Background: an optimization exercise with open tools, aiming at small area. Do not read the settings as production practice. RTL that was checked went through simulation tests only; none was proved equivalent to the original. Power and IR drop assume default switching activity.

Setup of trial 71:
## i2c_ahb_bridge
module i2c_ahb_bridge (
    input  wire        clk_i,
    input  wire        rst_ni,
    input  wire        scl_i,
    input  wire        sda_i,
    output wire        sda_oe_o,
    output wire        sda_o,
    output wire        rw_flag_o,
    output wire        wr_vld_o,
    output wire [ 7:0] wr_data_o,
    output wire        rd_vld_o,
    output wire [ 7:0] rd_data_o,
    input  wire [31:0] HRDATA,
    input  wire        HREADYOUT,
    input  wire        HRESP,
    output wire [31:0] HWDATA,
    output wire [31:0] HADDR,
    output wire [25:0] HADDR_26b,
    output wire [ 2:0] HBURST,
    output wire [ 2:0] HSIZE,
    output wire        HWRITE,
    output wire [ 1:0] HTRANS,
    output wire        HMASTLOCK,
    output wire [ 3:0] HPROT,
    output wire        HREADY,
    output wire        HSEL
);
Size in the first run: about 430 flip-flops, about 18000 um2 of cells after synthesis.
Settings: LEC_CHECK=0, CAP_MARGIN=20, CORE_MARGIN=2, CORE_UTILIZATION=40, SLEW_MARGIN=20; clock period 10.0 ns.
standard.sh (not shown) runs the stock make flow with config.mk's settings and CLKGATE_MAP_FILE= SYNTH_SCRIPT=/design/flow/synth_recipe.tcl, a recipe that flattens the netlist after the stock synthesis.
==> flow/flow/run.sh <==
#!/bin/bash
# Standard ORFS layout (the standard.sh, unchanged synthesis, floorplan,
# power grid and tap cells) with three changes to what the layout adds:
#  - ports are buffered with the smallest buffer, sky130_fd_sc_hd__buf_1;
#  - clock tree synthesis uses small clock buffers and no dummy loads.
# Each make step logs to orfs/logs/; the whole run also logs to flow.log.
set -euo pipefail
export BUFFER_PORTS_ARGS="-buffer_cell sky130_fd_sc_hd__buf_1"
export CTS_ARGS="-sink_clustering_enable -repair_clock_nets -dont_use_dummy_load -buf_list sky130_fd_sc_hd__clkbuf_4"
bash standard.sh > flow.log 2>&1
> inputs changed (trial 71 -> build 68)
==> flow/run.sh (new file) <==
#!/bin/bash
# synth_recipe.tcl (not shown) runs the flow's synth.tcl, then flattens the netlist and writes it again
# the make line also repeats each setting of config.mk as NAME=value (left out here)
make -C /OpenROAD-flow-scripts/flow DESIGN_CONFIG=/design/flow/config.mk WORK_HOME=/design/flow/orfs CLKGATE_MAP_FILE= SYNTH_SCRIPT=/design/flow/synth_recipe.tcl finish
removed: flow/flow/run.sh
removed: flow/standard.sh
==> results.txt <==
Across build 68 and trial 71, none had a timing, DRC or antenna violation. Taking trial 71 as the reference, in build 68 number of H-tree levels now sits lower; non-clock buffer count now sits higher; proportion of layout cells with a drive suffix above 1 now sits lower. Higher routed wirelength normalized by instance count among build 68 and trial 71: build 68. Number of global-route vias before repair in build 68 is 1.3% below trial 71. Global-route wire length before repair: build 68 vs trial 71 up 1.1 mm. The relative area of non-clock buffer cells in the final design reported for build 68 is greater than that of trial 71 by 4.1 points. Compared to trial 71, the router laid down more metal wire for build 68.
Function was not checked in any run of this note: the RTL went through the layout flow alone.

* * *

i2c_ahb_bridge, a different RTL version from the one above (not shown whole).
Size in the first run: about 1100 cells after synthesis, about 400 flip-flops, roughly 170 I/O pins.
clock: 10.0 ns
lec_check: 0
cap_margin: 20
core_margin: 2
core_utilization: 40
slew_margin: 20
==> flow/flow/run.sh <==
#!/bin/bash
# The standard layout (standard.sh) with these changes:
#  - synthesis is ORFS's (synth_recipe.tcl, same coarse synthesis, flip-flop
#    mapping, flattening and renaming, so the same registers), but its ABC step
#    uses the area-oriented script flow/abc_area.script and full adders are not
#    extracted (ADDER_MAP_FILE empty): only the combinational gates change;
#  - ports are buffered with sky130_fd_sc_hd__buf_1, the smallest buffer;
#  - clock tree synthesis clusters up to 18 flip-flops within 60 um under one
#    sky130_fd_sc_hd__clkbuf_8 and inserts no dummy loads.
# ORFS writes each step's log under orfs/logs/; make's output goes to
# synth.log and flow.log.
set -euo pipefail
here=$(pwd)
rm -rf "$here/synth_scripts"
cp -r "$FLOW_HOME/scripts" "$here/synth_scripts"
cp "$here/flow/abc_area.script" "$here/synth_scripts/abc_area.script"
bash standard.sh synth ABC_AREA=1 ADDER_MAP_FILE= SCRIPTS_DIR="$here/synth_scripts" > synth.log 2>&1
export BUFFER_PORTS_ARGS="-buffer_cell sky130_fd_sc_hd__buf_1"
export CTS_ARGS="-sink_clustering_enable -sink_clustering_size 18 -sink_clustering_max_diameter 60 -repair_clock_nets -dont_use_dummy_load -buf_list sky130_fd_sc_hd__clkbuf_8"
bash standard.sh > flow.log 2>&1
==> flow/flow/abc_area.script <==
strash
&get -n
&fraig -x
&put
scorr
dc2
strash
dc2
strash
&get -n
&dch -f
&nf -R 1000 -p -C 32 -F 8 -A 4
&put
Next try:
--- a/flow/flow/run.sh
+++ b/flow/flow/run.sh
@@ -8 +8 @@
-#  - clock tree synthesis clusters up to 18 flip-flops within 60 um under one
+#  - clock tree synthesis clusters up to 16 flip-flops within 60 um under one
@@ -19 +19 @@
-export CTS_ARGS="-sink_clustering_enable -sink_clustering_size 18 -sink_clustering_max_diameter 60 -repair_clock_nets -dont_use_dummy_load -buf_list sky130_fd_sc_hd__clkbuf_8"
+export CTS_ARGS="-sink_clustering_enable -sink_clustering_size 16 -sink_clustering_max_diameter 60 -repair_clock_nets -dont_use_dummy_load -buf_list sky130_fd_sc_hd__clkbuf_8"
==> flow/flow/abc_area.script (replaced) <==
strash
&get -n
&fraig -x
&put
scorr
dc2
strash
&get -n
&dch -f
&nf
&put
--- a/flow/config.mk
+++ b/flow/config.mk
@@ -8 +8 @@
-export CAP_MARGIN = 20
+export CAP_MARGIN = 0
@@ -11 +11 @@
-export SLEW_MARGIN = 20
+export SLEW_MARGIN = 0
The changed run completed without violations; clock power climbs by a few percent; routed wire length increases slightly; sequential share of layout area came out lower by 0.38 points; core utilization grows by 0.16 points; clock-buffer cell count came out higher by 4; via count drops slightly.
Next try:
--- a/flow/config.mk
+++ b/flow/config.mk
@@ -8 +8 @@
-export CAP_MARGIN = 0
+export CAP_MARGIN = 20
@@ -11 +11 @@
-export SLEW_MARGIN = 0
+export SLEW_MARGIN = 20
=> Fmax climbs by about 7%. Register-to-register slack gets better by 270 ps. Worst hold slack gets better by 20 ps. Total power drops by 1.3%. Final area hardly moves. Routed wire length hardly moves. Die area does not change. Clock power drops by about 4.5%. Setup slack gets better by 270 ps.
Next try:
--- a/flow/flow/run.sh
+++ b/flow/flow/run.sh
@@ -19 +19 @@
-export CTS_ARGS="-sink_clustering_enable -sink_clustering_size 16 -sink_clustering_max_diameter 60 -repair_clock_nets -dont_use_dummy_load -buf_list sky130_fd_sc_hd__clkbuf_8"
+export CTS_ARGS="-sink_clustering_enable -sink_clustering_size 10 -sink_clustering_max_diameter 50 -repair_clock_nets -dont_use_dummy_load -buf_list sky130_fd_sc_hd__clkbuf_4"
==> flow/flow/abc_area.script (replaced) <==
strash
&get -n
&fraig -x
&put
scorr
dc2
strash
dc2
strash
&get -n
&dch -f
&nf -R 1000 -p -C 32 -F 8 -A 4
&put
After rerunning:
- combinational power fell by 4.8%
- non-clock buffer count fell by 2
- area after synthesis fell by 0.51%
- utilization fell by 0.28 points
- fmax rose by 7.0%
- clock power fell by 5.3%
- total power fell by 2.1%
- routed wire length rose by 0.59%
Next try:
--- a/flow/flow/run.sh
+++ b/flow/flow/run.sh
@@ -17,0 +18 @@
+export REMOVE_ABC_BUFFERS=1
==> flow/flow/abc_area.script (replaced) <==
strash
&get -n
&fraig -x
&put
scorr
dc2
strash
&get -n
&dch -f
&nf
&put
--- a/flow/config.mk
+++ b/flow/config.mk
@@ -10,0 +11 @@
+export GPL_TIMING_DRIVEN = 0
=> Die area climbs by 0.51%; clock skew climbs by 28 ps; cell area climbs by 1.2%; core utilization climbs by 0.44 points; area after synthesis climbs by 0.52%; fmax drops by 5.8%; synthesized cell count drops by 1.0%; wire length hardly moves; sequential power climbs by about 5%; non-clock buffer count drops by 5.
Next try:
--- a/flow/flow/run.sh
+++ b/flow/flow/run.sh
@@ -18 +17,0 @@
-export REMOVE_ABC_BUFFERS=1
@@ -20 +19 @@
-export CTS_ARGS="-sink_clustering_enable -sink_clustering_size 10 -sink_clustering_max_diameter 50 -repair_clock_nets -dont_use_dummy_load -buf_list sky130_fd_sc_hd__clkbuf_4"
+export CTS_ARGS="-sink_clustering_enable -sink_clustering_size 18 -sink_clustering_max_diameter 60 -repair_clock_nets -dont_use_dummy_load -buf_list sky130_fd_sc_hd__clkbuf_8"
==> flow/flow/abc_area.script (replaced) <==
strash
&get -n
&fraig -x
&put
scorr
dc2
strash
dc2
strash
&get -n
&dch -f
&nf -R 1000 -p -C 32 -F 8 -A 4
&put
--- a/flow/config.mk
+++ b/flow/config.mk
@@ -11 +10,0 @@
-export GPL_TIMING_DRIVEN = 0
Synthesized area drops by 0.51%. Utilization goes down by 0.28 points. Routed wire length fell by 0.85%. Power came out higher by 0.71%. Sequential share of layout area came out higher by 0.55 points. Die area came out lower by 0.50%. Count of clock-buffer cells in the layout fell by 17. Combinational power is higher by 18%. First-iteration DRC count climbs by 31%.

## port drivers added, routing unchanged
No port has a modelled driver above. Below, the same layouts with a new extraction and two added sets of constraints. Step 1: set_driving_cell puts a clkbuf_16 on clk_i and a buf_2 on each other input, an assumption about the parent block. Step 2 times the ports against the registers' clock, not the clock port: input delays grow and output delays shrink by t, the midpoint of the rising clock arrivals with the driver on. Slacks: ideal ports / drivers / drivers and shift; pairs: ideal ports / drivers.
run	t, ns	slack for setup (ns)	worst setup path at the end	slew at the worst register clock pin (ns)
trial 71	0.826	6.489 / 6.489 / 6.232	input to register	0.07 / 0.07
build 68	0.622	6.386 / 6.331 / 5.880	input to register	0.07 / 0.07
the first run of note 2	0.668	6.329 / 6.334 / 5.666	input to register	0.12 / 0.12
the second run of note 2	0.583	5.894 / 5.894 / 5.894	register to register	0.10 / 0.10
the third run of note 2	0.658	6.162 / 6.162 / 5.915	input to register	0.10 / 0.10
the fourth run of note 2	0.787	6.413 / 6.411 / 5.623	input to register	0.12 / 0.12
the fifth run of note 2	0.791	6.191 / 6.191 / 5.879	input to register	0.11 / 0.11
the sixth run of note 2	0.668	6.329 / 6.334 / 5.666	input to register	0.12 / 0.12
After both steps every run listed still meets setup and hold. For the fourth run of note 2, which loses most, drivers alone change the setup slack by -0.002 ns; drivers and shift together by -0.790 ns.
